This design comes from an exercise in tuning for small area, a short achievable clock period and few clock cycles on the open sky130 flow, not from production work. Only simulation tests tie the RTL to the original design; equivalence was not proved.

==> flow/design.v (excerpt) <==
module qr_mgs_core #
(
    parameter NUM_MAC    = 4,
    parameter DW         = 24,
    parameter DOT_W      = 56,
    parameter COL_W      = 8,
    parameter I_W        = 4,
    parameter M_W        = 6,
    parameter ROW_N      = 4,
    parameter ADDR_W_PHI = 12,
    parameter ADDR_W_Q   = 12,
    parameter ADDR_W_R   = 12,
    parameter FW_DATA    = 13,
    parameter FW_ISR     = 22
)
(
    input  wire                    clk,
    input  wire                    rst_n,
    input  wire                    start_core,
    input  wire [COL_W-1:0]        lambda_i,
    input  wire [I_W-1:0]          current_i,
    input  wire [M_W-1:0]          M_rows_in,
    output reg  [ADDR_W_PHI-1:0]   phi_addr,
    input  wire [(NUM_MAC*DW)-1:0] phi_data,
    output reg  [ADDR_W_R-1:0]     r_addr_a,
    output reg                     r_we_a,
    output reg  [DW-1:0]           r_din_a,
    output reg  [ADDR_W_Q-1:0]     q_addr_a,
    output reg                     q_we_a,
    output wire [(NUM_MAC*DW)-1:0] q_din_a,
    output reg  [ADDR_W_Q-1:0]     q_addr_b,
    input  wire [(NUM_MAC*DW)-1:0] q_dout_b,
    output reg  [M_W-1:0]          res_addr_a,
    output reg                     res_we_a,
    output wire [(NUM_MAC*DW)-1:0] res_din_a,
    output reg  [M_W-1:0]          res_addr_b,
    input  wire [(NUM_MAC*DW)-1:0] res_dout_b,
    output reg                     core_done
);
For scale: ~14000 cells after synthesis, about 1400 flip-flops, ~590 I/O pins, about 0.13 mm2 of cells after synthesis.
export LEC_CHECK = 0
export CAP_MARGIN = 20
export CELL_PAD_IN_SITES_DETAIL_PLACEMENT = 1
export CORE_MARGIN = 2
export CORE_UTILIZATION = 40
export CTS_CLUSTER_DIAMETER = 100
export CTS_CLUSTER_SIZE = 20
export PLACE_DENSITY = 0.6
export SLEW_MARGIN = 20
export SYNTH_MEMORY_MAX_BITS = 8192
create_clock -name core_clock -period 25.0 [get_ports {clk}]
standard.sh (not shown) runs the stock make flow with config.mk's settings and CLKGATE_MAP_FILE= SYNTH_SCRIPT=/design/flow/synth_recipe.tcl, a recipe that flattens the netlist after the stock synthesis.
==> flow/flow/run.sh <==
#!/bin/bash
# Standard layout with two changes: the port buffers are sky130_fd_sc_hd__buf_2 instead of the
# weakest buffer the resizer would pick, and after placement the flip-flops that drive output
# ports get the 4x drive strength of their cell. Each step's output goes to a log file of its own.
set -euo pipefail
export BUFFER_PORTS_ARGS="-buffer_cell sky130_fd_sc_hd__buf_2"
bash standard.sh synth > synth.log 2>&1
bash standard.sh place > place.log 2>&1
RESULTS=orfs/results/sky130hd/qr_mgs_core/base openroad -no_init -exit flow/upsize.tcl > upsize.log 2>&1
bash standard.sh > layout.log 2>&1
==> flow/flow/upsize.tcl <==
# Upsize the flip-flops that drive output ports (through their port buffers) to the 4x drive
# strength of the same cell, then legalize the placement again.
read_liberty $::env(FLOW_HOME)/platforms/sky130hd/lib/sky130_fd_sc_hd__tt_025C_1v80.lib
set res $::env(RESULTS)
read_db $res/3_place.odb
set block [ord::get_db_block]
set n 0
foreach bterm [$block getBTerms] {
  if {[$bterm getIoType] != "OUTPUT"} continue
  set net [$bterm getNet]
  if {$net == "NULL"} continue
  set buf ""
  foreach it [$net getITerms] { if {[$it isOutputSignal]} { set buf [$it getInst] } }
  if {$buf == ""} continue
  set in_net ""
  foreach it [$buf getITerms] { if {[$it isInputSignal] && [$it getNet] != "NULL"} { set in_net [$it getNet] } }
  if {$in_net == "" || [$in_net getSigType] != "SIGNAL"} continue
  foreach it [$in_net getITerms] {
    if {![$it isOutputSignal]} continue
    set drv [$it getInst]
    set m [[$drv getMaster] getName]
    if {[regexp {^(sky130_fd_sc_hd__(dfxtp|dfrtp))_[12]$} $m -> base]} {
      replace_cell [$drv getName] ${base}_4
      incr n
    }
  }
}
puts "upsized $n flip-flops that drive outputs"
detailed_placement
check_placement -verbose
write_db $res/3_place.odb
Testbench counts at the start, summed over its fixed seeds: cycles 98,802.
Next try:
--- a/flow/design.v
+++ b/flow/design.v
@@ -1835,20 +1835,19 @@
     reg       gcnt;
     reg [3:0] cur_i;
     reg [5:0] mrow;
     reg [7:0] lam;
     wire isr_go;
     wire       start_now = (st == S_IDLE) && start_core;
     wire       issue     = (st == S_PASS) || start_now;
     wire [2:0] iss_type  = start_now ? ((current_i == 4'd0) ? P_LU : P_LD0) : ptype;
     wire [3:0] rr        = start_now ? 4'd0 : pcnt;
-    wire [5:0] mm        = start_now ? M_rows_in : mrow;
-    wire       iss_val   = ({2'b00, rr} <= mm);
+    wire       iss_val   = start_now || ({2'b00, pcnt} <= mrow);
     wire       iss_first = start_now || (pcnt == 4'd0);
     wire       iss_last  = (st == S_PASS) && (pcnt == 4'd15);
     wire [3:0] jq        = start_now ? 4'd0 : (ptype == P_N2 || ptype == P_RR) ? cur_i : jc;
     always @(posedge clk or negedge rst_n) begin
         if (!rst_n) begin
             st <= S_IDLE; ptype <= P_LD0; pcnt <= 4'd0; jc <= 4'd0; gcnt <= 1'b0;
             cur_i <= 4'd0; mrow <= 6'd0; lam <= 8'd0;
         end else begin
             case (st)
@@ -2092,27 +2091,24 @@
     always @(posedge clk) begin
         if (s2_acc) begin
             acc_s <= nx_s;
             acc_c <= nx_c;
         end
     end
     assign accv = acc_s + acc_c;
     always @(posedge clk or negedge rst_n) begin
         if (!rst_n) begin
-            q_we_a <= 1'b0; q_addr_a <= 12'd0; res_we_a <= 1'b0; res_addr_a <= 6'd0;
-            r_we_a <= 1'b0; r_addr_a <= 12'd0; r_din_a <= 24'd0; core_done <= 1'b0;
+            q_we_a <= 1'b0; res_we_a <= 1'b0; r_we_a <= 1'b0; core_done <= 1'b0;
         end else begin
-            q_we_a     <= d_val && (d_type == P_LD0 || d_type == P_LU || d_type == P_RR);
-            q_addr_a   <= {4'd0, cur_i, d_row};
-            res_we_a   <= d_load || s2_wres;
-            res_addr_a <= {2'b00, d_load ? d_row : s2_row};
-            core_done  <= s2_done;
-            r_we_a     <= 1'b0;
-            if (d_v && d_first && d_type == P_U) begin
-                r_we_a <= 1'b1; r_addr_a <= {4'd0, jc, cur_i}; r_din_a <= accv[36:13];
-            end
-            if (isr_act && ic == 5'd16) begin
-                r_we_a <= 1'b1; r_addr_a <= {4'd0, cur_i, cur_i}; r_din_a <= yreg;
-            end
+            q_we_a    <= d_val && (d_type == P_LD0 || d_type == P_LU || d_type == P_RR);
+            res_we_a  <= d_load || s2_wres;
+            core_done <= s2_done;
+            r_we_a    <= (d_v && d_first && d_type == P_U) || (isr_act && ic == 5'd16);
         end
     end
+    always @(posedge clk) begin
+        q_addr_a   <= {4'd0, cur_i, d_row};
+        res_addr_a <= {2'b00, d_load ? d_row : s2_row};
+        r_addr_a   <= {4'd0, isr_act ? cur_i : jc, cur_i};
+        r_din_a    <= isr_act ? yreg : accv[36:13];
+    end
 endmodule
Worst setup slack is better by 0.043 ns. Clock-buffer cell count grows by 4. Global-route usage hardly moves. Final cell count hardly moves.
Testbench counts after the change, summed over its fixed seeds: cycles 98,802.

what the ideal ports hide:
No port has a modelled driver above. Below, the same layouts with a new extraction and two added sets of constraints. Step 1 (the two cells are an assumption about what drives the block):
set clk [get_ports {clk}]
set_driving_cell -lib_cell sky130_fd_sc_hd__clkbuf_16 $clk
set_driving_cell -lib_cell sky130_fd_sc_hd__buf_2 [delete_from_list [all_inputs] $clk]
Step 2, shift: input delay + t, output delay - t, t = (earliest + latest rising clock arrival at the registers) / 2. This alone moves slack from input paths to output paths. a / b / c = ideal / step 1 / step 2; a / b = the first two.
run	shift t [ns]	setup WS [ns]	hold slack, ns	clock arrival spread, ns	worst data-port slew with drivers (ns)
the first run	0.999	18.382 / 18.265 / 17.737	0.312 / 0.312 / 0.312	0.092 / 0.091	0.24
the second run	0.978	18.425 / 18.329 / 18.105	0.282 / 0.282 / 0.282	0.115 / 0.115	0.15
After both steps setup and hold are still met in every run listed. For the first run, which loses most, drivers alone change the setup slack by -0.117 ns; drivers and shift together by -0.645 ns.
